What follows belongs to an exercise in optimizing a design on an open flow for small area and a short achievable clock period; a production flow would make more cautious choices.
Only simulation tests tie the RTL to the original design; equivalence was not proved.
The clock input has no modelled driver; a real chip could not lean on it and would need a root buffer or a full tree.
No activity file was given, so power comes from the tool's default toggle rates.

==> design.v <==
`timescale 1ns/1ns
module ParallelFIR(input wire clk,
                   input wire signed [7:0] x,
                   output reg signed [17:0] y);
  reg [7:0] x1, x2, x3, x4, x5, x6, x7, x8, x9, x10, x11, x12, x13, x14, x15, x16, x17;
  reg p4_1_0, p4_2_0, p4_3_0, p4_4_0, p4_5_0, p4_6_0, p4_7_0, p4_8_0, p3_0_0, p3_1_0, p3_1_1, p3_2_0, p3_2_1, p3_3_0, p3_3_1, p3_4_0, p3_4_1, p3_5_0, p3_5_1, p3_6_0, p3_6_1, p3_7_0, p3_7_1, p3_8_0, p3_8_1, p3_9_0, p3_9_1, p3_10_0, p3_10_1, p3_11_0, p3_11_1, p3_12_0, p3_12_1, p3_13_0, p2_0_0, p2_0_1, p2_1_0, p2_1_1, p2_2_0, p2_2_1, p2_3_0, p2_3_1, p2_4_0, p2_4_1, p2_5_0, p2_5_1, p2_6_0, p2_6_1, p2_7_0, p2_7_1, p2_8_0, p2_8_1, p2_9_0, p2_9_1, p2_10_0, p2_10_1, p2_11_0, p2_11_1, p2_12_0, p2_12_1, p2_13_0, p2_13_1, p2_14_0, p2_14_1, p2_15_0, p1_0_0, p1_0_1, p1_1_0, p1_1_1, p1_2_0, p1_2_1, p1_3_0, p1_3_1, p1_4_0, p1_4_1, p1_5_0, p1_5_1, p1_6_0, p1_6_1, p1_7_0, p1_7_1, p1_8_0, p1_8_1, p1_9_0, p1_9_1, p1_10_0, p1_10_1, p1_11_0, p1_11_1, p1_12_0, p1_12_1, p1_13_0, p1_13_1, p1_14_0, p1_14_1, p1_15_0, p1_15_1, p1_16_0, p1_16_1;
  reg [8:0] pa7;
  reg [8:0] pa5;
  reg [8:0] pa9;
  wire [8:0] pa7_d = {1'b0, x5} + {1'b0, x11};
  wire [8:0] pa5_d = {1'b0, x2} + {1'b0, x12};
  wire [8:0] pa9_d = {1'b0, x7} + {1'b0, x9};
  wire [7:0] xo = {~x[7], x[6:0]};
  wire s1, c1;
  FullAdd u1 (.a(pa5[2]), .b(pa5[1]), .c(x16[3]), .s(s1), .co(c1));
  wire s2, c2;
  FullAdd u2 (.a(pa5[3]), .b(pa5[2]), .c(pa5[0]), .s(s2), .co(c2));
  wire s3, c3;
  FullAdd u3 (.a(p4_4_0), .b(x14[1]), .c(x15[3]), .s(s3), .co(c3));
  wire s4, c4;
  FullAdd u4 (.a(pa5[4]), .b(pa5[3]), .c(pa5[1]), .s(s4), .co(c4));
  wire s5, c5;
  FullAdd u5 (.a(p4_5_0), .b(x14[2]), .c(x15[4]), .s(s5), .co(c5));
  wire s6 = x16[5] ^ x17[4];
  wire c6 = x16[5] & x17[4];
  wire s7, c7;
  FullAdd u7 (.a(pa5[5]), .b(pa5[4]), .c(pa5[2]), .s(s7), .co(c7));
  wire s8, c8;
  FullAdd u8 (.a(p4_6_0), .b(x14[3]), .c(x15[5]), .s(s8), .co(c8));
  wire n9 = ~x15[3];
  wire s10, c10;
  FullAdd u10 (.a(n9), .b(x16[6]), .c(x17[5]), .s(s10), .co(c10));
  wire s11, c11;
  FullAdd u11 (.a(pa5[6]), .b(pa5[5]), .c(pa5[3]), .s(s11), .co(c11));
  wire s12, c12;
  FullAdd u12 (.a(p4_7_0), .b(x14[4]), .c(x15[6]), .s(s12), .co(c12));
  wire n13 = ~x15[4];
  wire s14, c14;
  FullAdd u14 (.a(n13), .b(x16[7]), .c(x17[6]), .s(s14), .co(c14));
  wire s15, c15;
  FullAdd u15 (.a(pa5[7]), .b(pa5[6]), .c(pa5[4]), .s(s15), .co(c15));
  wire s16, c16;
  FullAdd u16 (.a(p4_8_0), .b(x14[5]), .c(x15[7]), .s(s16), .co(c16));
  wire n17 = ~x15[5];
  wire s18 = n17 ^ x17[7];
  wire c18 = n17 & x17[7];
  wire s19, c19;
  FullAdd u19 (.a(pa5[8]), .b(pa5[7]), .c(pa5[5]), .s(s19), .co(c19));
  wire s20 = pa5[0] ^ x16[1];
  wire c20 = pa5[0] & x16[1];
  wire s21, c21;
  FullAdd u21 (.a(pa5[1]), .b(pa5[0]), .c(x16[2]), .s(s21), .co(c21));
  wire n22 = ~p4_2_0;
  wire n23 = ~x15[1];
  wire s24 = n22 ^ n23;
  wire c24 = n22 & n23;
  wire s25, c25;
  FullAdd u25 (.a(p4_3_0), .b(x14[0]), .c(x15[2]), .s(s25), .co(c25));
  wire n26 = ~x15[0];
  wire s27, c27;
  FullAdd u27 (.a(n26), .b(x17[2]), .c(s1), .s(s27), .co(c27));
  wire s28, c28;
  FullAdd u28 (.a(x16[4]), .b(x17[3]), .c(c1), .s(s28), .co(c28));
  wire n29 = ~s2;
  wire s30, c30;
  FullAdd u30 (.a(x15[1]), .b(n29), .c(s3), .s(s30), .co(c30));
  wire s31, c31;
  FullAdd u31 (.a(s6), .b(c2), .c(s4), .s(s31), .co(c31));
  wire s32, c32;
  FullAdd u32 (.a(x15[2]), .b(c3), .c(s5), .s(s32), .co(c32));
  wire s33, c33;
  FullAdd u33 (.a(c6), .b(c4), .c(s7), .s(s33), .co(c33));
  wire n34 = ~s10;
  wire s35, c35;
  FullAdd u35 (.a(c5), .b(s8), .c(n34), .s(s35), .co(c35));
  wire s36, c36;
  FullAdd u36 (.a(c7), .b(c10), .c(s11), .s(s36), .co(c36));
  wire n37 = ~s14;
  wire s38, c38;
  FullAdd u38 (.a(c8), .b(s12), .c(n37), .s(s38), .co(c38));
  wire s39, c39;
  FullAdd u39 (.a(s18), .b(c11), .c(c14), .s(s39), .co(c39));
  wire n40 = ~s15;
  wire s41, c41;
  FullAdd u41 (.a(c12), .b(n40), .c(s16), .s(s41), .co(c41));
  wire s42, c42;
  FullAdd u42 (.a(c18), .b(c15), .c(s19), .s(s42), .co(c42));
  wire s43, c43;
  FullAdd u43 (.a(x14[6]), .b(x15[6]), .c(c16), .s(s43), .co(c43));
  wire s44, c44;
  FullAdd u44 (.a(pa5[8]), .b(pa5[6]), .c(c19), .s(s44), .co(c44));
  wire n45 = ~x14[7];
  wire n46 = ~x15[7];
  wire s47 = n45 ^ n46;
  wire c47 = n45 & n46;
  wire s48 = x17[0] ^ s20;
  wire c48 = x17[0] & s20;
  wire s49, c49;
  FullAdd u49 (.a(x17[1]), .b(c20), .c(s24), .s(s49), .co(c49));
  wire s50, c50;
  FullAdd u50 (.a(c24), .b(c21), .c(s27), .s(s50), .co(c50));
  wire n51 = ~c25;
  wire s52, c52;
  FullAdd u52 (.a(n51), .b(c27), .c(s28), .s(s52), .co(c52));
  wire n53 = ~s32;
  wire s54, c54;
  FullAdd u54 (.a(c28), .b(s31), .c(n53), .s(s54), .co(c54));
  wire n55 = ~c32;
  wire s56, c56;
  FullAdd u56 (.a(c31), .b(n55), .c(s33), .s(s56), .co(c56));
  wire n57 = ~c35;
  wire s58, c58;
  FullAdd u58 (.a(c33), .b(s36), .c(n57), .s(s58), .co(c58));
  wire n59 = ~c38;
  wire s60, c60;
  FullAdd u60 (.a(c36), .b(s39), .c(n59), .s(s60), .co(c60));
  wire n61 = ~s43;
  wire s62, c62;
  FullAdd u62 (.a(c39), .b(n61), .c(s42), .s(s62), .co(c62));
  wire s63, c63;
  FullAdd u63 (.a(s47), .b(c42), .c(s44), .s(s63), .co(c63));
  wire s64 = pa5[7] ^ c47;
  wire c64 = pa5[7] & c47;
  wire n65 = ~p4_1_0;
  wire s66 = n65 ^ n26;
  wire c66 = n65 & n26;
  wire s67, c67;
  FullAdd u67 (.a(s21), .b(c48), .c(s49), .s(s67), .co(c67));
  wire n68 = ~s25;
  wire s69, c69;
  FullAdd u69 (.a(n68), .b(c49), .c(s50), .s(s69), .co(c69));
  wire n70 = ~s30;
  wire s71, c71;
  FullAdd u71 (.a(n70), .b(c50), .c(s52), .s(s71), .co(c71));
  wire n72 = ~c30;
  wire s73, c73;
  FullAdd u73 (.a(n72), .b(c52), .c(s54), .s(s73), .co(c73));
  wire n74 = ~s35;
  wire s75, c75;
  FullAdd u75 (.a(n74), .b(c54), .c(s56), .s(s75), .co(c75));
  wire n76 = ~s38;
  wire s77, c77;
  FullAdd u77 (.a(n76), .b(c56), .c(s58), .s(s77), .co(c77));
  wire n78 = ~s41;
  wire s79, c79;
  FullAdd u79 (.a(n78), .b(c58), .c(s60), .s(s79), .co(c79));
  wire n80 = ~c41;
  wire s81, c81;
  FullAdd u81 (.a(n80), .b(s62), .c(c60), .s(s81), .co(c81));
  wire n82 = ~c43;
  wire s83, c83;
  FullAdd u83 (.a(n82), .b(c62), .c(s63), .s(s83), .co(c83));
  wire s84, c84;
  FullAdd u84 (.a(s64), .b(c44), .c(c63), .s(s84), .co(c84));
  wire s85 = pa5[8] ^ c64;
  wire c85 = pa5[8] & c64;
  wire s86 = p3_4_0 ^ p3_4_1;
  wire c86 = p3_4_0 & p3_4_1;
  wire s87, c87;
  FullAdd u87 (.a(p3_5_0), .b(p3_5_1), .c(pa9[4]), .s(s87), .co(c87));
  wire s88, c88;
  FullAdd u88 (.a(pa9[1]), .b(pa9[0]), .c(x11[2]), .s(s88), .co(c88));
  wire s89, c89;
  FullAdd u89 (.a(p3_6_0), .b(p3_6_1), .c(pa9[5]), .s(s89), .co(c89));
  wire s90, c90;
  FullAdd u90 (.a(pa9[2]), .b(pa9[1]), .c(x11[3]), .s(s90), .co(c90));
  wire s91, c91;
  FullAdd u91 (.a(pa7[6]), .b(pa7[5]), .c(pa7[3]), .s(s91), .co(c91));
  wire s92, c92;
  FullAdd u92 (.a(p3_7_0), .b(p3_7_1), .c(pa9[6]), .s(s92), .co(c92));
  wire s93, c93;
  FullAdd u93 (.a(pa9[3]), .b(pa9[2]), .c(x11[4]), .s(s93), .co(c93));
  wire s94, c94;
  FullAdd u94 (.a(pa7[7]), .b(pa7[6]), .c(pa7[4]), .s(s94), .co(c94));
  wire s95 = x13[5] ^ x13[3];
  wire c95 = x13[5] & x13[3];
  wire s96, c96;
  FullAdd u96 (.a(p3_8_0), .b(p3_8_1), .c(pa9[7]), .s(s96), .co(c96));
  wire s97, c97;
  FullAdd u97 (.a(pa9[4]), .b(pa9[3]), .c(x11[5]), .s(s97), .co(c97));
  wire s98, c98;
  FullAdd u98 (.a(pa7[8]), .b(pa7[7]), .c(pa7[5]), .s(s98), .co(c98));
  wire n99 = ~x13[6];
  wire s100, c100;
  FullAdd u100 (.a(pa7[3]), .b(x11[2]), .c(n99), .s(s100), .co(c100));
  wire s101, c101;
  FullAdd u101 (.a(p3_9_0), .b(p3_9_1), .c(pa9[8]), .s(s101), .co(c101));
  wire s102, c102;
  FullAdd u102 (.a(pa9[5]), .b(pa9[4]), .c(x11[6]), .s(s102), .co(c102));
  wire s103, c103;
  FullAdd u103 (.a(pa7[8]), .b(pa7[6]), .c(pa7[4]), .s(s103), .co(c103));
  wire s104 = x13[7] ^ x13[5];
  wire c104 = x13[7] & x13[5];
  wire s105, c105;
  FullAdd u105 (.a(p3_10_0), .b(p3_10_1), .c(pa9[6]), .s(s105), .co(c105));
  wire s106, c106;
  FullAdd u106 (.a(pa9[5]), .b(x11[7]), .c(x13[6]), .s(s106), .co(c106));
  wire s107 = p3_11_0 ^ p3_11_1;
  wire c107 = p3_11_0 & p3_11_1;
  wire s108, c108;
  FullAdd u108 (.a(p3_3_0), .b(p3_3_1), .c(pa9[2]), .s(s108), .co(c108));
  wire s109, c109;
  FullAdd u109 (.a(pa9[3]), .b(pa9[0]), .c(x11[1]), .s(s109), .co(c109));
  wire s110, c110;
  FullAdd u110 (.a(x13[2]), .b(x13[0]), .c(s86), .s(s110), .co(c110));
  wire s111, c111;
  FullAdd u111 (.a(x13[3]), .b(x13[1]), .c(c86), .s(s111), .co(c111));
  wire s112, c112;
  FullAdd u112 (.a(pa7[5]), .b(pa7[4]), .c(pa7[2]), .s(s112), .co(c112));
  wire s113 = s87 ^ s88;
  wire c113 = s87 & s88;
  wire s114, c114;
  FullAdd u114 (.a(x13[4]), .b(x13[2]), .c(c87), .s(s114), .co(c114));
  wire s115, c115;
  FullAdd u115 (.a(c88), .b(s89), .c(s90), .s(s115), .co(c115));
  wire s116, c116;
  FullAdd u116 (.a(pa7[1]), .b(x11[0]), .c(s91), .s(s116), .co(c116));
  wire s117, c117;
  FullAdd u117 (.a(s95), .b(c89), .c(c90), .s(s117), .co(c117));
  wire s118, c118;
  FullAdd u118 (.a(pa7[2]), .b(x11[1]), .c(c91), .s(s118), .co(c118));
  wire n119 = ~s94;
  wire s120, c120;
  FullAdd u120 (.a(s92), .b(s93), .c(n119), .s(s120), .co(c120));
  wire s121, c121;
  FullAdd u121 (.a(x13[4]), .b(c95), .c(c92), .s(s121), .co(c121));
  wire s122, c122;
  FullAdd u122 (.a(c93), .b(s96), .c(s97), .s(s122), .co(c122));
  wire s123, c123;
  FullAdd u123 (.a(c94), .b(s98), .c(s100), .s(s123), .co(c123));
  wire s124, c124;
  FullAdd u124 (.a(s104), .b(c96), .c(c97), .s(s124), .co(c124));
  wire s125, c125;
  FullAdd u125 (.a(x11[3]), .b(c98), .c(c100), .s(s125), .co(c125));
  wire n126 = ~s103;
  wire s127, c127;
  FullAdd u127 (.a(s101), .b(s102), .c(n126), .s(s127), .co(c127));
  wire s128, c128;
  FullAdd u128 (.a(c104), .b(c101), .c(c102), .s(s128), .co(c128));
  wire s129, c129;
  FullAdd u129 (.a(pa7[7]), .b(pa7[5]), .c(x11[4]), .s(s129), .co(c129));
  wire n130 = ~c103;
  wire s131, c131;
  FullAdd u131 (.a(n130), .b(s105), .c(s106), .s(s131), .co(c131));
  wire s132, c132;
  FullAdd u132 (.a(pa9[7]), .b(pa9[6]), .c(x13[7]), .s(s132), .co(c132));
  wire s133, c133;
  FullAdd u133 (.a(s107), .b(c105), .c(c106), .s(s133), .co(c133));
  wire s134, c134;
  FullAdd u134 (.a(pa7[8]), .b(pa7[6]), .c(x11[5]), .s(s134), .co(c134));
  wire s135, c135;
  FullAdd u135 (.a(p3_12_0), .b(p3_12_1), .c(pa9[8]), .s(s135), .co(c135));
  wire n136 = ~pa9[7];
  wire s137, c137;
  FullAdd u137 (.a(pa7[7]), .b(n136), .c(x11[6]), .s(s137), .co(c137));
  wire s138 = p3_1_0 ^ p3_1_1;
  wire c138 = p3_1_0 & p3_1_1;
  wire s139, c139;
  FullAdd u139 (.a(p3_2_0), .b(p3_2_1), .c(pa9[1]), .s(s139), .co(c139));
  wire n140 = ~pa7[2];
  wire n141 = ~pa7[1];
  wire s142 = n140 ^ n141;
  wire c142 = n140 & n141;
  wire s143, c143;
  FullAdd u143 (.a(x11[0]), .b(x13[1]), .c(s108), .s(s143), .co(c143));
  wire s144, c144;
  FullAdd u144 (.a(pa7[3]), .b(pa7[2]), .c(pa7[0]), .s(s144), .co(c144));
  wire s145, c145;
  FullAdd u145 (.a(c108), .b(s109), .c(s110), .s(s145), .co(c145));
  wire s146, c146;
  FullAdd u146 (.a(pa7[4]), .b(pa7[3]), .c(pa7[1]), .s(s146), .co(c146));
  wire s147, c147;
  FullAdd u147 (.a(c109), .b(c110), .c(s111), .s(s147), .co(c147));
  wire n148 = ~s113;
  wire s149, c149;
  FullAdd u149 (.a(pa7[0]), .b(s112), .c(n148), .s(s149), .co(c149));
  wire s150, c150;
  FullAdd u150 (.a(c111), .b(c113), .c(s114), .s(s150), .co(c150));
  wire n151 = ~s115;
  wire s152, c152;
  FullAdd u152 (.a(c112), .b(n151), .c(s116), .s(s152), .co(c152));
  wire s153, c153;
  FullAdd u153 (.a(c114), .b(c115), .c(s117), .s(s153), .co(c153));
  wire n154 = ~s120;
  wire s155, c155;
  FullAdd u155 (.a(c116), .b(s118), .c(n154), .s(s155), .co(c155));
  wire s156, c156;
  FullAdd u156 (.a(c117), .b(s121), .c(s122), .s(s156), .co(c156));
  wire n157 = ~c120;
  wire s158, c158;
  FullAdd u158 (.a(c118), .b(n157), .c(s123), .s(s158), .co(c158));
  wire s159, c159;
  FullAdd u159 (.a(c121), .b(c122), .c(s124), .s(s159), .co(c159));
  wire n160 = ~s127;
  wire s161, c161;
  FullAdd u161 (.a(c123), .b(s125), .c(n160), .s(s161), .co(c161));
  wire s162, c162;
  FullAdd u162 (.a(c124), .b(s128), .c(c127), .s(s162), .co(c162));
  wire n163 = ~s131;
  wire s164, c164;
  FullAdd u164 (.a(s129), .b(c125), .c(n163), .s(s164), .co(c164));
  wire s165, c165;
  FullAdd u165 (.a(s132), .b(c128), .c(c131), .s(s165), .co(c165));
  wire n166 = ~s133;
  wire s167, c167;
  FullAdd u167 (.a(c129), .b(s134), .c(n166), .s(s167), .co(c167));
  wire s168, c168;
  FullAdd u168 (.a(c107), .b(c132), .c(s135), .s(s168), .co(c168));
  wire n169 = ~c133;
  wire s170, c170;
  FullAdd u170 (.a(c134), .b(s137), .c(n169), .s(s170), .co(c170));
  wire s171, c171;
  FullAdd u171 (.a(p3_13_0), .b(pa9[8]), .c(c135), .s(s171), .co(c171));
  wire s172, c172;
  FullAdd u172 (.a(pa7[8]), .b(x11[7]), .c(c137), .s(s172), .co(c172));
  wire s173 = pa9[0] ^ s138;
  wire c173 = pa9[0] & s138;
  wire s174, c174;
  FullAdd u174 (.a(x13[0]), .b(c138), .c(s142), .s(s174), .co(c174));
  wire s175, c175;
  FullAdd u175 (.a(c142), .b(c139), .c(s143), .s(s175), .co(c175));
  wire n176 = ~c143;
  wire s177, c177;
  FullAdd u177 (.a(c144), .b(s146), .c(n176), .s(s177), .co(c177));
  wire n178 = ~c146;
  wire s179, c179;
  FullAdd u179 (.a(n178), .b(c145), .c(s147), .s(s179), .co(c179));
  wire n180 = ~c149;
  wire s181, c181;
  FullAdd u181 (.a(c147), .b(n180), .c(s150), .s(s181), .co(c181));
  wire n182 = ~c152;
  wire s183, c183;
  FullAdd u183 (.a(c150), .b(s153), .c(n182), .s(s183), .co(c183));
  wire n184 = ~c155;
  wire s185, c185;
  FullAdd u185 (.a(c153), .b(s156), .c(n184), .s(s185), .co(c185));
  wire n186 = ~c158;
  wire s187, c187;
  FullAdd u187 (.a(c156), .b(s159), .c(n186), .s(s187), .co(c187));
  wire n188 = ~c161;
  wire s189, c189;
  FullAdd u189 (.a(c159), .b(s162), .c(n188), .s(s189), .co(c189));
  wire n190 = ~c164;
  wire s191, c191;
  FullAdd u191 (.a(c162), .b(s165), .c(n190), .s(s191), .co(c191));
  wire n192 = ~c167;
  wire s193, c193;
  FullAdd u193 (.a(s168), .b(c165), .c(n192), .s(s193), .co(c193));
  wire n194 = ~s172;
  wire s195, c195;
  FullAdd u195 (.a(c168), .b(s171), .c(n194), .s(s195), .co(c195));
  wire n196 = ~pa7[0];
  wire s197 = n141 ^ n196;
  wire c197 = n141 & n196;
  wire s198, c198;
  FullAdd u198 (.a(s139), .b(c173), .c(s174), .s(s198), .co(c198));
  wire n199 = ~s144;
  wire s200, c200;
  FullAdd u200 (.a(n199), .b(c174), .c(s175), .s(s200), .co(c200));
  wire n201 = ~s177;
  wire s202, c202;
  FullAdd u202 (.a(s145), .b(c175), .c(n201), .s(s202), .co(c202));
  wire n203 = ~s179;
  wire s204, c204;
  FullAdd u204 (.a(s149), .b(c177), .c(n203), .s(s204), .co(c204));
  wire n205 = ~s152;
  wire s206, c206;
  FullAdd u206 (.a(n205), .b(c179), .c(s181), .s(s206), .co(c206));
  wire n207 = ~s155;
  wire s208, c208;
  FullAdd u208 (.a(n207), .b(c181), .c(s183), .s(s208), .co(c208));
  wire n209 = ~s158;
  wire s210, c210;
  FullAdd u210 (.a(n209), .b(c183), .c(s185), .s(s210), .co(c210));
  wire n211 = ~s161;
  wire s212, c212;
  FullAdd u212 (.a(n211), .b(c185), .c(s187), .s(s212), .co(c212));
  wire n213 = ~s164;
  wire s214, c214;
  FullAdd u214 (.a(n213), .b(c187), .c(s189), .s(s214), .co(c214));
  wire n215 = ~s167;
  wire s216, c216;
  FullAdd u216 (.a(n215), .b(c189), .c(s191), .s(s216), .co(c216));
  wire n217 = ~s170;
  wire s218, c218;
  FullAdd u218 (.a(n217), .b(c191), .c(s193), .s(s218), .co(c218));
  wire n219 = ~c170;
  wire s220, c220;
  FullAdd u220 (.a(n219), .b(s195), .c(c193), .s(s220), .co(c220));
  wire n221 = ~c172;
  wire s222, c222;
  FullAdd u222 (.a(c171), .b(n221), .c(c195), .s(s222), .co(c222));
  wire s223 = p2_3_0 ^ p2_3_1;
  wire c223 = p2_3_0 & p2_3_1;
  wire s224 = 1'b1 ^ p2_4_0 ^ p2_4_1;
  wire c224 = (1'b1 & p2_4_0) | (1'b1 & p2_4_1) | (p2_4_0 & p2_4_1);
  wire s225, c225;
  FullAdd u225 (.a(x1[3]), .b(x2[4]), .c(x6[2]), .s(s225), .co(c225));
  wire s226, c226;
  FullAdd u226 (.a(p2_5_1), .b(x3[4]), .c(x3[2]), .s(s226), .co(c226));
  wire s227, c227;
  FullAdd u227 (.a(p2_5_0), .b(x1[4]), .c(x2[5]), .s(s227), .co(c227));
  wire s228 = 1'b1 ^ p2_6_1 ^ x1[5];
  wire c228 = (1'b1 & p2_6_1) | (1'b1 & x1[5]) | (p2_6_1 & x1[5]);
  wire s229, c229;
  FullAdd u229 (.a(x2[6]), .b(x6[4]), .c(x6[2]), .s(s229), .co(c229));
  wire s230, c230;
  FullAdd u230 (.a(p2_6_0), .b(x3[5]), .c(x3[3]), .s(s230), .co(c230));
  wire s231, c231;
  FullAdd u231 (.a(p2_7_0), .b(p2_7_1), .c(x1[6]), .s(s231), .co(c231));
  wire s232, c232;
  FullAdd u232 (.a(x2[7]), .b(x6[5]), .c(x6[3]), .s(s232), .co(c232));
  wire s233, c233;
  FullAdd u233 (.a(x3[6]), .b(x3[4]), .c(x4[4]), .s(s233), .co(c233));
  wire s234 = x8[4] ^ x10[0];
  wire c234 = x8[4] & x10[0];
  wire s235, c235;
  FullAdd u235 (.a(p2_8_0), .b(p2_8_1), .c(x1[7]), .s(s235), .co(c235));
  wire s236, c236;
  FullAdd u236 (.a(x6[6]), .b(x6[4]), .c(x8[5]), .s(s236), .co(c236));
  wire s237, c237;
  FullAdd u237 (.a(x3[7]), .b(x3[5]), .c(x4[5]), .s(s237), .co(c237));
  wire s238 = 1'b1 ^ p2_9_0 ^ p2_9_1;
  wire c238 = (1'b1 & p2_9_0) | (1'b1 & p2_9_1) | (p2_9_0 & p2_9_1);
  wire s239, c239;
  FullAdd u239 (.a(x6[7]), .b(x6[5]), .c(x8[6]), .s(s239), .co(c239));
  wire s240 = p2_10_0 ^ p2_10_1;
  wire c240 = p2_10_0 & p2_10_1;
  wire s241 = 1'b1 ^ p2_2_0 ^ p2_2_1;
  wire c241 = (1'b1 & p2_2_0) | (1'b1 & p2_2_1) | (p2_2_0 & p2_2_1);
  wire s242, c242;
  FullAdd u242 (.a(x1[2]), .b(x2[3]), .c(x6[1]), .s(s242), .co(c242));
  wire s243, c243;
  FullAdd u243 (.a(x3[2]), .b(x3[0]), .c(x4[0]), .s(s243), .co(c243));
  wire s244, c244;
  FullAdd u244 (.a(x6[0]), .b(x8[1]), .c(c223), .s(s244), .co(c244));
  wire s245, c245;
  FullAdd u245 (.a(x3[3]), .b(x3[1]), .c(x4[1]), .s(s245), .co(c245));
  wire s246 = s224 ^ s225;
  wire c246 = s224 & s225;
  wire s247, c247;
  FullAdd u247 (.a(x6[3]), .b(x6[1]), .c(x8[2]), .s(s247), .co(c247));
  wire s248, c248;
  FullAdd u248 (.a(c224), .b(c225), .c(s227), .s(s248), .co(c248));
  wire s249, c249;
  FullAdd u249 (.a(x4[2]), .b(x10[5]), .c(s226), .s(s249), .co(c249));
  wire s250, c250;
  FullAdd u250 (.a(x4[3]), .b(x8[0]), .c(x10[6]), .s(s250), .co(c250));
  wire s251, c251;
  FullAdd u251 (.a(x8[3]), .b(c227), .c(s228), .s(s251), .co(c251));
  wire n252 = ~s229;
  wire s253, c253;
  FullAdd u253 (.a(c226), .b(n252), .c(s230), .s(s253), .co(c253));
  wire s254, c254;
  FullAdd u254 (.a(s234), .b(c228), .c(c229), .s(s254), .co(c254));
  wire s255, c255;
  FullAdd u255 (.a(x8[1]), .b(x10[7]), .c(c230), .s(s255), .co(c255));
  wire n256 = ~s233;
  wire s257, c257;
  FullAdd u257 (.a(s231), .b(s232), .c(n256), .s(s257), .co(c257));
  wire s258, c258;
  FullAdd u258 (.a(x10[1]), .b(c234), .c(c231), .s(s258), .co(c258));
  wire s259, c259;
  FullAdd u259 (.a(c232), .b(s235), .c(s236), .s(s259), .co(c259));
  wire s260, c260;
  FullAdd u260 (.a(x8[2]), .b(c233), .c(s237), .s(s260), .co(c260));
  wire s261, c261;
  FullAdd u261 (.a(x10[2]), .b(c235), .c(c236), .s(s261), .co(c261));
  wire s262, c262;
  FullAdd u262 (.a(x3[6]), .b(x4[6]), .c(x8[3]), .s(s262), .co(c262));
  wire n263 = ~c237;
  wire s264, c264;
  FullAdd u264 (.a(n263), .b(s238), .c(s239), .s(s264), .co(c264));
  wire s265, c265;
  FullAdd u265 (.a(x6[6]), .b(x8[7]), .c(x10[3]), .s(s265), .co(c265));
  wire s266, c266;
  FullAdd u266 (.a(s240), .b(c238), .c(c239), .s(s266), .co(c266));
  wire s267, c267;
  FullAdd u267 (.a(x3[7]), .b(x4[7]), .c(x8[4]), .s(s267), .co(c267));
  wire s268 = 1'b1 ^ p2_11_0 ^ p2_11_1;
  wire c268 = (1'b1 & p2_11_0) | (1'b1 & p2_11_1) | (p2_11_0 & p2_11_1);
  wire s269, c269;
  FullAdd u269 (.a(x6[7]), .b(x10[4]), .c(c240), .s(s269), .co(c269));
  wire s270 = 1'b1 ^ p2_12_0;
  wire c270 = 1'b1 & p2_12_0;
  wire s271, c271;
  FullAdd u271 (.a(p2_1_0), .b(p2_1_1), .c(x1[0]), .s(s271), .co(c271));
  wire s272, c272;
  FullAdd u272 (.a(x1[1]), .b(x2[2]), .c(x6[0]), .s(s272), .co(c272));
  wire n273 = ~x3[1];
  wire n274 = ~x10[2];
  wire s275 = n273 ^ n274;
  wire c275 = n273 & n274;
  wire s276, c276;
  FullAdd u276 (.a(x8[0]), .b(s223), .c(c241), .s(s276), .co(c276));
  wire n277 = ~s242;
  wire s278, c278;
  FullAdd u278 (.a(x10[3]), .b(n277), .c(s243), .s(s278), .co(c278));
  wire s279, c279;
  FullAdd u279 (.a(c242), .b(s244), .c(s246), .s(s279), .co(c279));
  wire s280, c280;
  FullAdd u280 (.a(x10[4]), .b(c243), .c(s245), .s(s280), .co(c280));
  wire s281, c281;
  FullAdd u281 (.a(s247), .b(c244), .c(c246), .s(s281), .co(c281));
  wire n282 = ~s248;
  wire s283, c283;
  FullAdd u283 (.a(c245), .b(n282), .c(s249), .s(s283), .co(c283));
  wire s284, c284;
  FullAdd u284 (.a(c247), .b(c248), .c(s251), .s(s284), .co(c284));
  wire s285, c285;
  FullAdd u285 (.a(s250), .b(c249), .c(s253), .s(s285), .co(c285));
  wire s286, c286;
  FullAdd u286 (.a(c251), .b(s254), .c(s257), .s(s286), .co(c286));
  wire s287, c287;
  FullAdd u287 (.a(c250), .b(s255), .c(c253), .s(s287), .co(c287));
  wire s288, c288;
  FullAdd u288 (.a(c254), .b(s258), .c(s259), .s(s288), .co(c288));
  wire n289 = ~c257;
  wire s290, c290;
  FullAdd u290 (.a(c255), .b(s260), .c(n289), .s(s290), .co(c290));
  wire s291, c291;
  FullAdd u291 (.a(c258), .b(c259), .c(s261), .s(s291), .co(c291));
  wire n292 = ~s264;
  wire s293, c293;
  FullAdd u293 (.a(s262), .b(c260), .c(n292), .s(s293), .co(c293));
  wire s294, c294;
  FullAdd u294 (.a(s265), .b(c261), .c(c264), .s(s294), .co(c294));
  wire n295 = ~s266;
  wire s296, c296;
  FullAdd u296 (.a(c262), .b(s267), .c(n295), .s(s296), .co(c296));
  wire s297, c297;
  FullAdd u297 (.a(c265), .b(s268), .c(s269), .s(s297), .co(c297));
  wire n298 = ~c266;
  wire s299, c299;
  FullAdd u299 (.a(x8[5]), .b(c267), .c(n298), .s(s299), .co(c299));
  wire s300, c300;
  FullAdd u300 (.a(p2_12_1), .b(x10[5]), .c(s270), .s(s300), .co(c300));
  wire n301 = ~x8[6];
  wire s302, c302;
  FullAdd u302 (.a(n301), .b(c268), .c(c269), .s(s302), .co(c302));
  wire s303, c303;
  FullAdd u303 (.a(p2_13_0), .b(p2_13_1), .c(x10[6]), .s(s303), .co(c303));
  wire n304 = ~x8[7];
  wire s305 = n304 ^ c270;
  wire c305 = n304 & c270;
  wire s306 = 1'b1 ^ p2_14_0 ^ p2_14_1;
  wire c306 = (1'b1 & p2_14_0) | (1'b1 & p2_14_1) | (p2_14_0 & p2_14_1);
  wire s307 = p2_0_0 ^ x2[0];
  wire c307 = p2_0_0 & x2[0];
  wire n308 = ~x2[1];
  wire s309, c309;
  FullAdd u309 (.a(n308), .b(x3[0]), .c(x10[1]), .s(s309), .co(c309));
  wire s310, c310;
  FullAdd u310 (.a(s275), .b(c271), .c(s272), .s(s310), .co(c310));
  wire s311, c311;
  FullAdd u311 (.a(c275), .b(c272), .c(s276), .s(s311), .co(c311));
  wire n312 = ~c276;
  wire s313, c313;
  FullAdd u313 (.a(n312), .b(s280), .c(c278), .s(s313), .co(c313));
  wire n314 = ~c280;
  wire s315, c315;
  FullAdd u315 (.a(n314), .b(c279), .c(s281), .s(s315), .co(c315));
  wire n316 = ~c283;
  wire s317, c317;
  FullAdd u317 (.a(c281), .b(n316), .c(s284), .s(s317), .co(c317));
  wire n318 = ~c284;
  wire s319, c319;
  FullAdd u319 (.a(n318), .b(c285), .c(s287), .s(s319), .co(c319));
  wire n320 = ~c287;
  wire s321, c321;
  FullAdd u321 (.a(n320), .b(s288), .c(c286), .s(s321), .co(c321));
  wire n322 = ~c290;
  wire s323, c323;
  FullAdd u323 (.a(c288), .b(s291), .c(n322), .s(s323), .co(c323));
  wire n324 = ~c293;
  wire s325, c325;
  FullAdd u325 (.a(c291), .b(s294), .c(n324), .s(s325), .co(c325));
  wire n326 = ~c296;
  wire s327, c327;
  FullAdd u327 (.a(s297), .b(c294), .c(n326), .s(s327), .co(c327));
  wire s328, c328;
  FullAdd u328 (.a(s300), .b(c297), .c(s302), .s(s328), .co(c328));
  wire s329, c329;
  FullAdd u329 (.a(s303), .b(s305), .c(c300), .s(s329), .co(c329));
  wire s330, c330;
  FullAdd u330 (.a(x10[7]), .b(c303), .c(s306), .s(s330), .co(c330));
  wire s331 = 1'b1 ^ p2_15_0;
  wire c331 = 1'b1 & p2_15_0;
  wire n332 = ~p2_0_1;
  wire n333 = ~x10[0];
  wire s334 = n332 ^ n333;
  wire c334 = n332 & n333;
  wire n335 = ~s309;
  wire s336, c336;
  FullAdd u336 (.a(c307), .b(s271), .c(n335), .s(s336), .co(c336));
  wire n337 = ~c309;
  wire s338, c338;
  FullAdd u338 (.a(n337), .b(s241), .c(s310), .s(s338), .co(c338));
  wire n339 = ~s278;
  wire s340, c340;
  FullAdd u340 (.a(c310), .b(n339), .c(s311), .s(s340), .co(c340));
  wire n341 = ~s313;
  wire s342, c342;
  FullAdd u342 (.a(s279), .b(c311), .c(n341), .s(s342), .co(c342));
  wire n343 = ~s315;
  wire s344, c344;
  FullAdd u344 (.a(c313), .b(s283), .c(n343), .s(s344), .co(c344));
  wire n345 = ~s285;
  wire s346, c346;
  FullAdd u346 (.a(n345), .b(c315), .c(s317), .s(s346), .co(c346));
  wire n347 = ~s319;
  wire s348, c348;
  FullAdd u348 (.a(s286), .b(c317), .c(n347), .s(s348), .co(c348));
  wire n349 = ~s321;
  wire s350, c350;
  FullAdd u350 (.a(s290), .b(c319), .c(n349), .s(s350), .co(c350));
  wire n351 = ~s293;
  wire s352, c352;
  FullAdd u352 (.a(n351), .b(c321), .c(s323), .s(s352), .co(c352));
  wire n353 = ~s296;
  wire s354, c354;
  FullAdd u354 (.a(n353), .b(c323), .c(s325), .s(s354), .co(c354));
  wire n355 = ~s299;
  wire s356, c356;
  FullAdd u356 (.a(n355), .b(c325), .c(s327), .s(s356), .co(c356));
  wire n357 = ~c299;
  wire s358, c358;
  FullAdd u358 (.a(n357), .b(s328), .c(c327), .s(s358), .co(c358));
  wire s359, c359;
  FullAdd u359 (.a(c302), .b(s329), .c(c328), .s(s359), .co(c359));
  wire s360, c360;
  FullAdd u360 (.a(c305), .b(s330), .c(c329), .s(s360), .co(c360));
  wire s361, c361;
  FullAdd u361 (.a(s331), .b(c306), .c(c330), .s(s361), .co(c361));
  wire s362 = p1_1_0 ^ p1_1_1;
  wire c362 = p1_1_0 & p1_1_1;
  wire n363 = ~x1[1];
  wire s364, c364;
  FullAdd u364 (.a(p1_2_0), .b(p1_2_1), .c(n363), .s(s364), .co(c364));
  wire n365 = ~x1[2];
  wire s366, c366;
  FullAdd u366 (.a(p1_3_0), .b(p1_3_1), .c(n365), .s(s366), .co(c366));
  wire n367 = ~x1[3];
  wire s368, c368;
  FullAdd u368 (.a(p1_4_0), .b(p1_4_1), .c(n367), .s(s368), .co(c368));
  wire n369 = ~p1_5_0;
  wire s370, c370;
  FullAdd u370 (.a(n369), .b(p1_5_1), .c(x1[4]), .s(s370), .co(c370));
  wire n371 = ~p1_6_1;
  wire s372, c372;
  FullAdd u372 (.a(p1_6_0), .b(n371), .c(x1[5]), .s(s372), .co(c372));
  wire n373 = ~x1[6];
  wire s374, c374;
  FullAdd u374 (.a(p1_7_0), .b(p1_7_1), .c(n373), .s(s374), .co(c374));
  wire n375 = ~p1_8_0;
  wire s376, c376;
  FullAdd u376 (.a(n375), .b(p1_8_1), .c(x1[7]), .s(s376), .co(c376));
  wire n377 = ~p1_9_0;
  wire s378 = n377 ^ p1_9_1;
  wire c378 = n377 & p1_9_1;
  wire s379 = p1_10_0 ^ p1_10_1;
  wire c379 = p1_10_0 & p1_10_1;
  wire s380 = p1_11_0 ^ p1_11_1;
  wire c380 = p1_11_0 & p1_11_1;
  wire s381 = p1_12_0 ^ p1_12_1;
  wire c381 = p1_12_0 & p1_12_1;
  wire s382 = p1_13_0 ^ p1_13_1;
  wire c382 = p1_13_0 & p1_13_1;
  wire s383 = p1_14_0 ^ p1_14_1;
  wire c383 = p1_14_0 & p1_14_1;
  wire s384 = p1_15_0 ^ p1_15_1;
  wire c384 = p1_15_0 & p1_15_1;
  wire s385 = p1_16_0 ^ p1_16_1;
  wire c385 = p1_16_0 & p1_16_1;
  wire [17:0] r0 = {c385, c384, c383, c382, c381, c380, c379, c378, ~c376, c374, ~c372, ~c370, c368, c366, c364, c362, s362, p1_0_0};
  wire [17:0] r1 = {1'b1, s385, s384, s383, s382, s381, s380, s379, s378, ~s376, s374, ~s372, ~s370, s368, s366, s364, ~x1[0], p1_0_1};
  wire [17:0] gp = r0 & r1;
  wire [17:0] pp = r0 ^ r1;
  wire g386 = gp[1] | (pp[1] & gp[0]);
  wire g387 = gp[3] | (pp[3] & gp[2]);
  wire q387 = pp[3] & pp[2];
  wire g388 = gp[5] | (pp[5] & gp[4]);
  wire q388 = pp[5] & pp[4];
  wire g389 = gp[7] | (pp[7] & gp[6]);
  wire q389 = pp[7] & pp[6];
  wire g390 = gp[9] | (pp[9] & gp[8]);
  wire q390 = pp[9] & pp[8];
  wire g391 = gp[11] | (pp[11] & gp[10]);
  wire q391 = pp[11] & pp[10];
  wire g392 = gp[13] | (pp[13] & gp[12]);
  wire q392 = pp[13] & pp[12];
  wire g393 = gp[15] | (pp[15] & gp[14]);
  wire q393 = pp[15] & pp[14];
  wire g394 = gp[17] | (pp[17] & gp[16]);
  wire q394 = pp[17] & pp[16];
  wire g395 = g387 | (q387 & g386);
  wire g396 = g389 | (q389 & g388);
  wire q396 = q389 & q388;
  wire g397 = g391 | (q391 & g390);
  wire q397 = q391 & q390;
  wire g398 = g393 | (q393 & g392);
  wire q398 = q393 & q392;
  wire g399 = g396 | (q396 & g395);
  wire g400 = g398 | (q398 & g397);
  wire q400 = q398 & q397;
  wire g401 = g400 | (q400 & g399);
  wire g402 = g397 | (q397 & g399);
  wire g403 = g388 | (q388 & g395);
  wire g404 = g390 | (q390 & g399);
  wire g405 = g392 | (q392 & g402);
  wire g406 = g394 | (q394 & g401);
  wire g407 = gp[2] | (pp[2] & g386);
  wire g408 = gp[4] | (pp[4] & g395);
  wire g409 = gp[6] | (pp[6] & g403);
  wire g410 = gp[8] | (pp[8] & g399);
  wire g411 = gp[10] | (pp[10] & g404);
  wire g412 = gp[12] | (pp[12] & g402);
  wire g413 = gp[14] | (pp[14] & g405);
  wire g414 = gp[16] | (pp[16] & g401);
  wire [17:0] cy = {g414, g401, g413, g405, g412, g402, g411, g404, g410, g399, g409, g403, g408, g395, g407, g386, gp[0], 1'b0};
  wire [17:0] sum = pp ^ cy;
  always @(posedge clk) begin
    x1 <= xo;
    x2 <= x1;
    x3 <= x2;
    x4 <= x3;
    x5 <= x4;
    x6 <= x5;
    x7 <= x6;
    x8 <= x7;
    x9 <= x8;
    x10 <= x9;
    x11 <= x10;
    x12 <= x11;
    x13 <= x12;
    x14 <= x13;
    x15 <= x14;
    x16 <= x15;
    x17 <= x16;
    p4_1_0 <= x17[0];
    p4_2_0 <= x17[1];
    p4_3_0 <= x17[2];
    p4_4_0 <= x17[3];
    p4_5_0 <= x17[4];
    p4_6_0 <= x17[5];
    p4_7_0 <= x17[6];
    p4_8_0 <= x17[7];
    p3_0_0 <= x16[0];
    p3_1_0 <= s66;
    p3_1_1 <= s48;
    p3_2_0 <= c66;
    p3_2_1 <= s67;
    p3_3_0 <= c67;
    p3_3_1 <= s69;
    p3_4_0 <= c69;
    p3_4_1 <= s71;
    p3_5_0 <= c71;
    p3_5_1 <= s73;
    p3_6_0 <= c73;
    p3_6_1 <= s75;
    p3_7_0 <= c75;
    p3_7_1 <= s77;
    p3_8_0 <= c77;
    p3_8_1 <= s79;
    p3_9_0 <= c79;
    p3_9_1 <= s81;
    p3_10_0 <= c81;
    p3_10_1 <= s83;
    p3_11_0 <= c83;
    p3_11_1 <= s84;
    p3_12_0 <= c84;
    p3_12_1 <= s85;
    p3_13_0 <= c85;
    p2_0_0 <= p3_0_0;
    p2_0_1 <= pa7[0];
    p2_1_0 <= s197;
    p2_1_1 <= s173;
    p2_2_0 <= c197;
    p2_2_1 <= s198;
    p2_3_0 <= c198;
    p2_3_1 <= s200;
    p2_4_0 <= c200;
    p2_4_1 <= s202;
    p2_5_0 <= c202;
    p2_5_1 <= s204;
    p2_6_0 <= c204;
    p2_6_1 <= s206;
    p2_7_0 <= c206;
    p2_7_1 <= s208;
    p2_8_0 <= c208;
    p2_8_1 <= s210;
    p2_9_0 <= c210;
    p2_9_1 <= s212;
    p2_10_0 <= c212;
    p2_10_1 <= s214;
    p2_11_0 <= c214;
    p2_11_1 <= s216;
    p2_12_0 <= c216;
    p2_12_1 <= s218;
    p2_13_0 <= c218;
    p2_13_1 <= s220;
    p2_14_0 <= c220;
    p2_14_1 <= s222;
    p2_15_0 <= c222;
    p1_0_0 <= s334;
    p1_0_1 <= s307;
    p1_1_0 <= c334;
    p1_1_1 <= s336;
    p1_2_0 <= c336;
    p1_2_1 <= s338;
    p1_3_0 <= c338;
    p1_3_1 <= s340;
    p1_4_0 <= c340;
    p1_4_1 <= s342;
    p1_5_0 <= c342;
    p1_5_1 <= s344;
    p1_6_0 <= c344;
    p1_6_1 <= s346;
    p1_7_0 <= c346;
    p1_7_1 <= s348;
    p1_8_0 <= c348;
    p1_8_1 <= s350;
    p1_9_0 <= c350;
    p1_9_1 <= s352;
    p1_10_0 <= c352;
    p1_10_1 <= s354;
    p1_11_0 <= c354;
    p1_11_1 <= s356;
    p1_12_0 <= c356;
    p1_12_1 <= s358;
    p1_13_0 <= c358;
    p1_13_1 <= s359;
    p1_14_0 <= c359;
    p1_14_1 <= s360;
    p1_15_0 <= c360;
    p1_15_1 <= s361;
    p1_16_0 <= c361;
    p1_16_1 <= c331;
    pa7 <= pa7_d;
    pa5 <= pa5_d;
    pa9 <= pa9_d;
    y <= sum;
  end
endmodule
module FullAdd(input wire a, input wire b, input wire c,
               output wire s, output wire co);
  assign s = a ^ b ^ c;
  assign co = (a & b) | (a & c) | (b & c);
endmodule
==> flow/run.sh <==
#!/bin/bash
# The standard layout with these changes to how it is made (the SDC and
# its clock period are unchanged):
#  - repair_timing keeps extra setup margin, so that it sizes the design for a
#    shorter achieved period;
#  - the clock tree uses larger sink clusters and no dummy loads, and after CTS
#    its branch level is removed and the root split in four (flatten_clock.tcl),
#    so every register is clocked through one root buffer and one leaf buffer;
#  - the port buffers are buf_2 cells.
# Each tool's full output is in the ORFS logs; make's output is in
# standard_cts.log and standard.log, the clock edit's in flatten_clock.log.
set -e
export SETUP_SLACK_MARGIN=8.0
export CTS_ARGS="-sink_clustering_enable -repair_clock_nets -dont_use_dummy_load -buf_list sky130_fd_sc_hd__clkbuf_16 -sink_clustering_size 30 -sink_clustering_max_diameter 200"
export BUFFER_PORTS_ARGS="-buffer_cell sky130_fd_sc_hd__buf_2"
bash standard.sh cts > standard_cts.log 2>&1
CLK_ROOTS=4 CTS_ODB=$PWD/orfs/results/$FLOW_PLATFORM/ParallelFIR/base/4_cts.odb openroad -no_init -exit flow/flatten_clock.tcl > flatten_clock.log 2>&1
bash standard.sh > standard.log 2>&1
==> flow/flatten_clock.tcl <==
# Make the clock tree two levels deep: the leaf buffers that CTS hung below
# intermediate branch buffers are moved onto the root, and the branch buffers
# removed; then the leaves are split between CLK_ROOTS root buffers (2: west and
# east halves, 4: quarters), each placed at the middle of its leaves.  Every register keeps the
# same structure (one root buffer + one leaf buffer) between the clock port and
# its clock pin.
set odb_file $::env(CTS_ODB)
read_db $odb_file
set block [ord::get_db_block]
set clk [$block findNet clk]
set roots {}
foreach it [$clk getITerms] { lappend roots [$it getInst] }
if {[llength $roots] != 1} { puts "root count [llength $roots], nothing done"; exit 0 }
set root [lindex $roots 0]
set rootnet [[$root findITerm X] getNet]
puts "root [$root getName] ([[$root getMaster] getName]) net [$rootnet getName]"
set mids {}
foreach it [$rootnet getITerms] {
  set inst [$it getInst]
  if {$inst eq $root} continue
  set m [[$inst getMaster] getName]
  if {![string match "sky130_fd_sc_hd__clkbuf_*" $m]} { puts "non-buffer load [$inst getName] $m, nothing done"; exit 0 }
  lappend mids $inst
}
set moved 0
foreach mid $mids {
  set out [[$mid findITerm X] getNet]
  set loads {}
  foreach it [$out getITerms] {
    if {[$it getInst] ne $mid} { lappend loads $it }
  }
  set ok 1
  foreach it $loads {
    if {![string match "sky130_fd_sc_hd__clkbuf_*" [[[$it getInst] getMaster] getName]]} { set ok 0 }
  }
  if {!$ok} { puts "[$mid getName] drives registers, kept"; continue }
  foreach it $loads {
    $it disconnect
    $it connect $rootnet
    incr moved
  }
  puts "removed [$mid getName] ([llength $loads] leaves)"
  odb::dbInst_destroy $mid
  odb::dbNet_destroy $out
}
puts "moved $moved leaf buffers onto [$rootnet getName]"

set nroots 1
if {[info exists ::env(CLK_ROOTS)]} { set nroots $::env(CLK_ROOTS) }
if {$nroots > 1} {
  set leaves {}
  foreach it [$rootnet getITerms] {
    if {[$it getInst] ne $root} { lappend leaves $it }
  }
  if {[llength $leaves] >= 2 * $nroots} {
    # split the leaves into nroots groups of neighbours: by x, then each
    # half by y when there are four
    set xs {}
    foreach it $leaves { lappend xs [list [lindex [[$it getInst] getLocation] 0] [lindex [[$it getInst] getLocation] 1] $it] }
    set xs [lsort -integer -index 0 $xs]
    set half [expr {[llength $xs] / 2}]
    set groups [list [lrange $xs 0 [expr {$half - 1}]] [lrange $xs $half end]]
    if {$nroots == 4} {
      set g4 {}
      foreach g $groups {
        set g [lsort -integer -index 1 $g]
        set h [expr {[llength $g] / 2}]
        lappend g4 [lrange $g 0 [expr {$h - 1}]] [lrange $g $h end]
      }
      set groups $g4
    }
    set master [$root getMaster]
    set k 0
    foreach g $groups {
      if {$k == 0} {
        set inst $root
      } else {
        set inst [odb::dbInst_create $block $master "clkbuf_0_${k}_clk"]
        set net [odb::dbNet_create $block "clknet_0_${k}_clk"]
        $net setSigType CLOCK
        [$inst findITerm A] connect $clk
        [$inst findITerm X] connect $net
        foreach e $g {
          set it [lindex $e 2]
          $it disconnect
          $it connect $net
        }
      }
      set sx 0; set sy 0; set n 0
      foreach e $g { incr sx [lindex $e 0]; incr sy [lindex $e 1]; incr n }
      $inst setLocation [expr {$sx / $n}] [expr {$sy / $n}]
      $inst setPlacementStatus PLACED
      incr k
    }
    puts "$nroots roots: [join [lmap g $groups {llength $g}] { }] leaves"
    detailed_placement
    check_placement
  }
}
write_db $odb_file
==> standard.sh <==
#!/bin/bash
# synth_recipe.tcl (not shown) runs the flow's synth.tcl, then flattens the netlist and writes it again
# the make line also repeats each setting of config.mk as NAME=value (left out here)
make -C /OpenROAD-flow-scripts/flow DESIGN_CONFIG=/design/flow/config.mk WORK_HOME=/design/flow/orfs CLKGATE_MAP_FILE= SYNTH_SCRIPT=/design/flow/synth_recipe.tcl "${@:-finish}"
==> config.mk <==
export PLATFORM = sky130hd
export DESIGN_NAME = ParallelFIR
export DESIGN_NICKNAME = ParallelFIR
export VERILOG_FILES = /design/flow/design.v
export SDC_FILE = /design/flow/constraint.sdc
export NUM_CORES = 4
export LEC_CHECK = 0
export CAP_MARGIN = 20
export CORE_MARGIN = 2
export CORE_UTILIZATION = 50
export SLEW_MARGIN = 20
export SYNTH_HIERARCHICAL = 1
export SYNTH_MINIMUM_KEEP_SIZE = 0
==> constraint.sdc <==
create_clock -name core_clock -period 11.0 [get_ports {clk}]
set_input_delay 2.2000 -clock core_clock [delete_from_list [all_inputs] [get_ports {clk}]]
set_output_delay 2.2000 -clock core_clock [all_outputs]
set_load 0.01 [all_outputs]
==> notes.md, run 1 <==
max-cap viol count=0; dominant cell type by area after synthesis=dfxtp_1; Final Core Density=0.551; Synth async-reset ratio=0; Die Ht=165 µm; most area-consuming cells after synthesis=dfxtp_1, fa_1, ha_1, inv_1, xnor2_1; register area=0.00562 mm²; crit path max-delay cell type=dfxtp_2; area share of the largest cell type after synthesis=0.432; initial antenna violation count=0; worst hold start=p2_15_0; via/cell ratio=4.64; P per Cell Area=337 mW/mm²; hold-fix buffers at CTS=0; Final nets=1278; CP required=8800 ps; clk_skew=83.8 ps; HP Class=reg -> reg; Top Family by Delay on Critical Path=flip-flops; Pleak=0.00627 µW; crit path DAT=760 ps; Synth Cell Area=0.0129 mm²; io pins=27; first-pass iteration count of the detailed router=4; largest net degree at the start of global routing=31; row count=58; worst path bufs/invs=1; fraction of layout cells with a size suffix above 1=0.0924; Worst Hold Path EP=p1_16_1; Max IR drop VDD=0.181 mV; Avg WL per Cell=16.9 µm; initial core utilization=0.510; commonest cells in the netlist=dfxtp_1, fa_1, inv_1, ha_1, xnor2_1; max incr delay on CP=340 ps; Yosys cell types=33; IO Port Bufs=26; Worst slew margin=0.713; Worst Hold Depth=0; FMAX=338 MHz; Clock Latency Late Sink=330 ps; CTS clk-pin slew, worst paths=110 ps; flop2flop setup slack=8060 ps; Avg Cell Area, Syn=14.3 µm²; post-synthesis sequential area ratio=0.432; kind of critical path=reg -> out; number of synthesized flops with an enable pin=0; synth-to-layout area growth=7.92%; crit path time final=2960 ps; Power, Total=4690 µW; Setup-failing EPs final=0; TNS Setup=0 ps; crit-path cells=buf_6; placed standard-cell area=0.0134 mm²; first-pass GRT wire length=35.8 mm; final instance area=0.0139 mm²; GPL Wtd Cong=0.799; RSZ-0062 raised after global routing=true; Critical Path Sink Type=output pin; footprint of the multi-input gates=0.00666 mm²; crit share post-route=0.269; Core Footprint=0.0253 mm²; reg2reg start=pa7[8]; WL final=21.5 mm; Cells after Synth=898; DRT antenna net count=0; Post-synth top flop=dfxtp_1; die width=165 µm; syn nets=1232; Critical Path Fanout Max=1; Startpoint Class=flip-flop; Sink Count=278; status=no timing/DRC/antenna violations; Slew Viols, Final=0; detailed placer's ending HPWL=18.1 mm; DR iter-0 viols=291; Reg2Reg Depth=8; total track usage=0.179; synthesized flop and latch total=278; vias in the first global route=6766; DRC violations left=0; grt ovf=0; die area=0.0271 mm²; Filler Cell Count=2104; Hold Fails Final Rpt=0; Slew @ Worst Pin=424 ps; Crit Reg-Reg Endpoint=p2_11_0; most common cell in the netlist=dfxtp_1; Vias=5903; Ant. Diodes=0; warnings from Yosys=7
==> routing by layer <==
| metal | up-vias | global-route usage | part of all wire |
|---|---|---|---|
| li1 | 2793 | - | - |
| met1 | 3037 | 0.249 | 0.46 |
| met2 | 53 | 0.302 | 0.50 |
| met3 | 20 | 0.0221 | 0.021 |
| met4 | 0 | 0.0458 | 0.017 |
| met5 | - | 0 | 0 |
==> report_power, final <==
part           leakage (µW)  internal (µW)  total [µW]  switching [µW]
Clock              0.000173            231         522             291
Combinational       0.00375           1260        2650            1390
Sequential          0.00235           1360        1520             160
==> cell usage in the layout (no fill, tap or decap), types with 2 or more instances in the layout <==
cell type	n
a21oi_1	9
dfxtp_4	4
o21ai_1	4
xnor2_1	17
a211oi_1	4
dfxtp_1	244
o211ai_1	3
buf_6	5
nor3_1	8
fa_1	241
buf_2	21
inv_1	179
o21bai_1	3
a31oi_1	2
nand4_1	3
a21o_1	6
ha_1	80
and2_1	2
nand2_1	10
xor2_1	9
fa_2	4
nor2b_1	3
nor2_1	10
clkbuf_16	14
or3_1	2
o21a_1	2
buf_4	4
dfxtp_2	30
a21oi_2	2
nand3_1	6
==> per-module statistics from Yosys (local to each module, per instance) <==
module / cells inside / cell area, µm²
FullAdd: 1 / 20.0
ParallelFIR: 665 / 8220
==> worst reg2reg max path: stages (launching register included) <==
cell and delay, ps:
dfxtp_4 380, fa_1 540, inv_1 50, fa_1 480
inv_1 50, fa_1 350, inv_1 80, fa_2 440
fa_1 370
==> state kept, by name, summed over array words and instances, names as in the netlist, 9 cells and up <==
name / count
pa5: 9
pa9: 9
pa7: 9
y: 18
==> timing repair <==
action                     4_1_cts  5_1_grt
gates cloned                     0        0
resized for setup               14       36
buffers inserted                 1        3
setup endpoints to repair       26       21
pin swaps                        1        2
==> through the flow <==
step | setup WS, ps | cells | hold WS (ps)
6_report | 8040 | 1272 | 300
5_1_grt | 7960 | 1272 | 304
4_1_cts | 7820 | 1268 | 308
2_1_floorplan | 8160 | 898 | 310
3_3_place_gp | 7940 | 1254 | 314
3_5_place_dp | 7930 | 1254 | 314
==> worst max-delay path by stage <==
stage | start | endpoint | slack, ps | cells past startpoint
finish | y[16] | y[16] | 8040 | 1
CTS | y[16] | y[16] | 7820 | 1
global placement | pa9[7] | p2_8_1 | 7940 | 5
floorplan | x6[6] | p1_8_1 | 8160 | 6
global route | pa7[8] | p2_11_0 | 7960 | 8
detailed placement | x1[1] | y[17] | 7930 | 10
==> cell type report <==
class	count	share of cell area
Clock buffer	11	0.0198
Timing Repair Buffer	30	0.0138
Sequential cell	278	0.404
Buffer	3	0.00540
Inverter	180	0.0486
Tap cell	330	0.0297
Multi-Input combinational cell	440	0.479
==> cell families (layout without fill, tap and decap cells) <==
logic type / Yosys count / count (layout) / share of synthesized area
fa+ha+maj: 325 / 325 / 0.458
flops: 278 / 278 / 0.432
compound gates: 41 / 41 / 0.0215
simple gates: 48 / 48 / 0.0182
xor+xnor: 26 / 26 / 0.0177
buf+inv: 180 / 224 / 0.0524
==> run 2, diff against run 1 <==
--- a/config.mk
+++ b/config.mk
@@ -7,7 +7,8 @@
 export LEC_CHECK = 0
 export CAP_MARGIN = 20
 export CORE_MARGIN = 2
-export CORE_UTILIZATION = 50
+export CORE_UTILIZATION = 60
+export PLACE_DENSITY = 0.75
 export SLEW_MARGIN = 20
 export SYNTH_HIERARCHICAL = 1
 export SYNTH_MINIMUM_KEEP_SIZE = 0
==> run 2 against run 1 <==
  * Largest power group unchanged
  * Clock skew is 13 ps lower
  * Register-to-register slack hardly changed
  * Sequential power hardly changed
  * Highest routed layer unchanged
  * Still clean
==> notes.md, run 2 <==
CP required=8800 ps; Power, Total=4690 µW; clk_skew=71.2 ps; warnings from Yosys=7; synth-to-layout area growth=7.29%; worst path bufs/invs=1; syn nets=1232; grt ovf=0; Core Footprint=0.0210 mm²; Ant. Diodes=0; crit path DAT=750 ps; Largest register FFs=18; post-synthesis sequential area ratio=0.432; kind of critical path=reg -> out; hold-fix buffers at CTS=0; Startpoint Class=flip-flop; most frequent cells in the layout=dfxtp_1, fa_1, inv_1, ha_1, dfxtp_2; Worst slew margin=0.747; flop2flop setup slack=8060 ps; Slew @ Worst Pin=375 ps; Critical Path Sink Type=output pin; final worst slack=8050 ps; hold_ws=338 ps; Max IR drop VDD=0.173 mV; IO Port Bufs=26; Vias=6021; crit path max-delay cell type=dfxtp_2; Clock Latency Late Sink=310 ps; Die Ht=151 µm; Avg WL per Cell=17.7 µm; die area=0.0227 mm²; most common cell in the netlist=dfxtp_1; pre-CTS setup slack=7980 ps; HP Class=reg -> reg; Sink Count=278; crit path time final=2950 ps; die width=151 µm; status=no timing/DRC/antenna violations; via/cell ratio=4.95; placed standard-cell area=0.0134 mm²; Worst Hold Depth=0; Crit Reg-Reg Endpoint=p1_7_1; Filler Cell Count=1454; max-cap viol count=0; max incr delay on CP=340 ps; dominant cell type by area after synthesis=dfxtp_1; DRC violations left=0; first-pass iteration count of the detailed router=4; Top reg by flops=y; synthesized flop and latch total=278; Critical Path Fanout Max=1; detailed placer's ending HPWL=17.9 mm; commonest non-fill, non-tap cell in the layout=dfxtp_1; fraction of layout cells with a size suffix above 1=0.0902; Hold Fails Final Rpt=0; FMAX=339 MHz; Yosys cell types=33; area share of the largest cell type after synthesis=0.432; DRT antenna net count=0; worst hold start=x16[0]; GPL Wtd Cong=0.857; Final nets=1278; crit share post-route=0.268; most area-consuming cells after synthesis=dfxtp_1, fa_1, ha_1, inv_1, xnor2_1; vias in the first global route=6978; Reg2Reg Depth=7; TNS Setup=0 ps; RSZ-0062 raised after global routing=true; first-pass GRT wire length=35.7 mm; initial core utilization=0.613; number of synthesized flops with an enable pin=0; P per Cell Area=339 mW/mm²; commonest cells in the netlist=dfxtp_1, fa_1, inv_1, ha_1, xnor2_1; DR iter-0 viols=223; Pleak=0.00627 µW; Avg Cell Area, Syn=14.3 µm²; WL final=21.5 mm; final instance area=0.0138 mm²; Slew Viols, Final=0; Synth Cell Area=0.0129 mm²; largest net degree at the start of global routing=31; io pins=27; CTS clk-pin slew, worst paths=100 ps; row count=53; total track usage=0.213; Cells after Synth=898; Setup-failing EPs final=0; Worst Hold Path EP=x17[0]; initial antenna violation count=0; reg2reg start=x2[6]; Top Family by Delay on Critical Path=flip-flops; crit-path cells=buf_6; Synth async-reset ratio=0; Post-synth top flop=dfxtp_1
## run 2: kinds of logic after synthesis
family | Yosys count | share of synthesized area
XOR/XNOR | 26 | 0.0177
AND/OR/NAND/NOR | 48 | 0.0182
adder cells (fa/ha/maj) | 325 | 0.458
flip-flops | 278 | 0.432
AO/OA/AOI/OAI | 41 | 0.0215
buffers and inverters | 180 | 0.0524
## run 2: area by class of cell
| class | count | area [µm²] | area share |
|---|---|---|---|
| timing repair buffer | 30 | 173 | 0.0125 |
| inverter | 180 | 676 | 0.0489 |
| sequential | 278 | 5620 | 0.407 |
| clock buffer | 11 | 275 | 0.0199 |
| multi-input combinational | 440 | 6660 | 0.482 |
| tap | 275 | 344 | 0.0249 |
| buffer | 3 | 75.1 | 0.00543 |
## run 2: worst max-delay path by stage
stage / startpoint / end / slack, ps / cells past startpoint
finish: y[16] / y[16] / 8050 / 1
global route: x2[6] / p1_7_1 / 7970 / 7
CTS: y[16] / y[16] / 7840 / 1
detailed placement: x1[1] / y[17] / 7980 / 10
global placement: pa9[7] / p2_8_1 / 7990 / 5
floorplan: x6[6] / p1_8_1 / 8160 / 6
## run 2: routing by layer
metal	global-route usage	wire length, µm	vias to the layer above
met1	0.279	8900	3116
met4	0.0585	418	0
met5	0	0	-
li1	-	-	2789
met2	0.372	11400	92
met3	0.0339	782	24
## run 2: power by group
| part | switching, µW | leakage (µW) | internal, µW |
|---|---|---|---|
| registers | 157 | 0.00235 | 1360 |
| logic | 1400 | 0.00375 | 1270 |
| clock network | 281 | 0.000173 | 230 |
## run 2: repair_timing
| item | 4_1_cts | 5_1_grt |
|---|---|---|
| setup endpoints to repair | 25 | 19 |
| gates resized for setup | 10 | 37 |
| gates cloned | 0 | 0 |
| setup buffers | 1 | 3 |
| pin swaps | 1 | 3 |
## run 2: through the flow
step                      utilization  cells
after floorplan                     -    898
after global placement          0.635   1199
after detailed placement        0.635   1199
after CTS                       0.652   1213
after global routing            0.658   1217
final                           0.658   1217
## run 2: modules after synthesis (local to each module, per instance)
module	cell area, µm²	cells inside	copies in the design
ParallelFIR	8220	665	1
FullAdd	20.0	1	233
==> run 3, diff against run 2 <==
==> config.mk (replaced) <==
export PLATFORM = sky130hd
export DESIGN_NAME = ParallelFIR
export DESIGN_NICKNAME = ParallelFIR
export VERILOG_FILES = /design/flow/design.v
export SDC_FILE = /design/flow/constraint.sdc
export NUM_CORES = 4
export LEC_CHECK = 0
export CAP_MARGIN = 5
export CORE_MARGIN = 2
export CORE_UTILIZATION = 50
export SLEW_MARGIN = 5
export SYNTH_HIERARCHICAL = 1
export SYNTH_MINIMUM_KEEP_SIZE = 0
==> run 3 against run 2 <==
  * Via count fell by 2.0%
  * Power barely moved
  * Highest routed layer unchanged
  * Routed wire length barely moved
  * Combinational power barely moved
  * Design area rose by 0.59%
  * Clock skew rose by 13 ps
  * Clock power rose by 2%
  * Non-clock buffer count did not move
  * Sequential share of layout area fell by 0.26 points
  * Worst hold slack got worse by 38 ps
  * Fmax fell by 0.23%
  * Still clean
  * Sequential cell count did not move
==> notes.md, run 3 <==
RSZ-0062 raised after global routing=true; post-synthesis compound-gate area fraction=0.0215; synth-to-layout area growth=7.92%; first-pass GRT wire length=35.8 mm; warnings from Yosys=7; io pins=27; most area-consuming cells after synthesis=dfxtp_1, fa_1, ha_1, inv_1, xnor2_1; Top reg by flops=y; Cells after Synth=898; die area=0.0271 mm²; Clock Latency Late Sink=330 ps; Final nets=1278; Sink Count=278; main combinational cell family by area after synthesis=adder cells; Die Ht=165 µm; Simple-Gate Fraction of Synth Area=0.0182; Slew Viols, Final=0; GPL Wtd Cong=0.799; Post-Synth XOR/XNOR Area=0.0177; syn nets=1232; DRC violations left=0; Ant. Diodes=0; Startpoint Class=flip-flop; CTS clk-pin slew, worst paths=110 ps; largest net degree at the start of global routing=31; Vias=5903; fraction of layout cells with a size suffix above 1=0.0924; number of synthesized flops with an enable pin=0; max incr delay on CP=340 ps; kind of critical path=reg -> out; most frequent cells in the layout=dfxtp_1, fa_1, inv_1, ha_1, dfxtp_2; Hold Fails Final Rpt=0; HP Class=reg -> reg; initial antenna violation count=0; Top Family by Delay on Critical Path=flip-flops; Synth Cell Area=0.0129 mm²; vias in the first global route=6766; max-cap viol count=0; Critical Path Sink Type=output pin; total track usage=0.179; Slew @ Worst Pin=424 ps; post-synthesis sequential area ratio=0.432; Core Footprint=0.0253 mm²; commonest cells in the netlist=dfxtp_1, fa_1, inv_1, ha_1, xnor2_1; die width=165 µm; DR iter-0 viols=291; FMAX=338 MHz; post-synthesis mux area share=0; crit-path cells=buf_6; area share of the largest cell type after synthesis=0.432; grt ovf=0; Worst slew margin=0.713; first-pass iteration count of the detailed router=4; Critical Path Fanout Max=1; synthesized flop and latch total=278; IO Port Bufs=26; status=no timing/DRC/antenna violations; dominant cell type by area after synthesis=dfxtp_1; Yosys cell types=33; Max IR drop VDD=0.181 mV; P per Cell Area=337 mW/mm²; Avg Cell Area, Syn=14.3 µm²; via/cell ratio=4.64; DRT antenna net count=0; final instance area=0.0139 mm²; clk_skew=83.8 ps; crit path time final=2960 ps; initial core utilization=0.510; Synth Area in Adders=0.458; Power, Total=4690 µW; detailed placer's ending HPWL=18.1 mm; CP required=8800 ps; Avg WL per Cell=16.9 µm; most common cell in the netlist=dfxtp_1; Post-synth top flop=dfxtp_1; TNS Setup=0 ps; Pleak=0.00627 µW; worst path bufs/invs=1; crit share post-route=0.269; hold-fix buffers at CTS=0; Largest register FFs=18; Filler Cell Count=2104; Synth async-reset ratio=0; commonest non-fill, non-tap cell in the layout=dfxtp_1; placed standard-cell area=0.0134 mm²; WL final=21.5 mm; crit path max-delay cell type=dfxtp_2; row count=58; crit path DAT=760 ps; Setup-failing EPs final=0
run 3: changes by cell type in the layout (fill, tap and decap cells not counted), moves of 2 or more:
cell	delta
dfxtp_1	-2
buf_6	+3
buf_2	-3
dfxtp_2	+4
dfxtp_4	-2
run 3: final cells by class:
class	instances	area [µm²]	area share
sequential	278	5620	0.404
buffer	3	75.1	0.00540
tap	330	413	0.0297
multi-input combinational	440	6660	0.479
inverter	180	676	0.0486
clock buffer	11	275	0.0198
timing repair buffer	30	191	0.0138
run 3: routing by layer:
layer	routed length (µm)	GRT usage
met4	363	0.0458
met1	9950	0.249
met3	455	0.0221
met5	0	0
met2	10800	0.302
run 3: metrics by stage:
| step | cells | setup slack (ps) | hold WS [ps] | util |
|---|---|---|---|---|
| floorplan | 898 | 8160 | 310 | - |
| global route | 1272 | 7960 | 304 | 0.551 |
| finish | 1272 | 8040 | 300 | 0.551 |
| CTS | 1268 | 7820 | 308 | 0.546 |
| global placement | 1254 | 7940 | 314 | 0.532 |
| detailed placement | 1254 | 7930 | 314 | 0.532 |
run 3: worst paths after layout:
check | depth (start not counted) | slack [ps] | to | startpoint
setup / recovery | 1 | 8040 | y[16] | y[16]
hold / removal | 0 | 300 | p1_16_1 | p2_15_0
setup reg to reg | 8 | 8060 | p2_11_0 | pa7[8]
hold reg to reg | 0 | 300 | p1_16_1 | p2_15_0
run 3: modules after synthesis, one instance, submodules excluded:
module	cells	area, µm²	times used
ParallelFIR	665	8220	1
FullAdd	1	20.0	233
run 3: kinds of logic after synthesis:
| group | Yosys count |
|---|---|
| AOI/OAI and AO/OA | 41 |
| xor gates and xnor gates | 26 |
| adders and majority gates | 325 |
| buffers and inverters | 180 |
| DFF | 278 |
| and+or+nand+nor | 48 |
run 3: power breakdown:
group | internal (µW) | switching [µW]
clock | 231 | 291
sequential | 1360 | 160
combinational | 1260 | 1390
run 3: worst reg2reg max path: cells and delay by family, from the launching register on:
family | cells | cell delay, ps
adder cells (fa/ha/maj) | 5 | 2180
flip-flops | 1 | 380
buffers and inverters | 3 | 180
run 3: repair_timing:
item,CTS,global route
resized for setup,14,36
setup endpoints to repair,26,21
setup buffers,1,3
pin swaps,1,2

## static timing again, ports no longer ideal
In the flow no input, the clock included, has a driving cell. The finished layouts below were timed again as built, in two steps.
Step 1 assumes that a clkbuf_16 drives the clock port and a buf_2 every other input.
Step 2 also shifts input and output timing later by t, the mid clock arrival at the registers, as if the neighbouring blocks saw the same clock.
Slacks: no drivers / after step 1 / after step 2; pairs: no drivers / after step 1.
| run | t, ns | slack for setup (ns) | hold slack, ns |
|---|---|---|---|
| run 1 | 0.384 | 8.043 / 7.946 / 8.062 | 0.300 / 0.300 / 0.300 |
| run 2 | 0.377 | 8.050 / 7.956 / 8.063 | 0.338 / 0.338 / 0.338 |
| run 3 | 0.384 | 8.043 / 7.946 / 8.062 | 0.300 / 0.300 / 0.300 |
After both steps setup and hold are still met in every run listed.
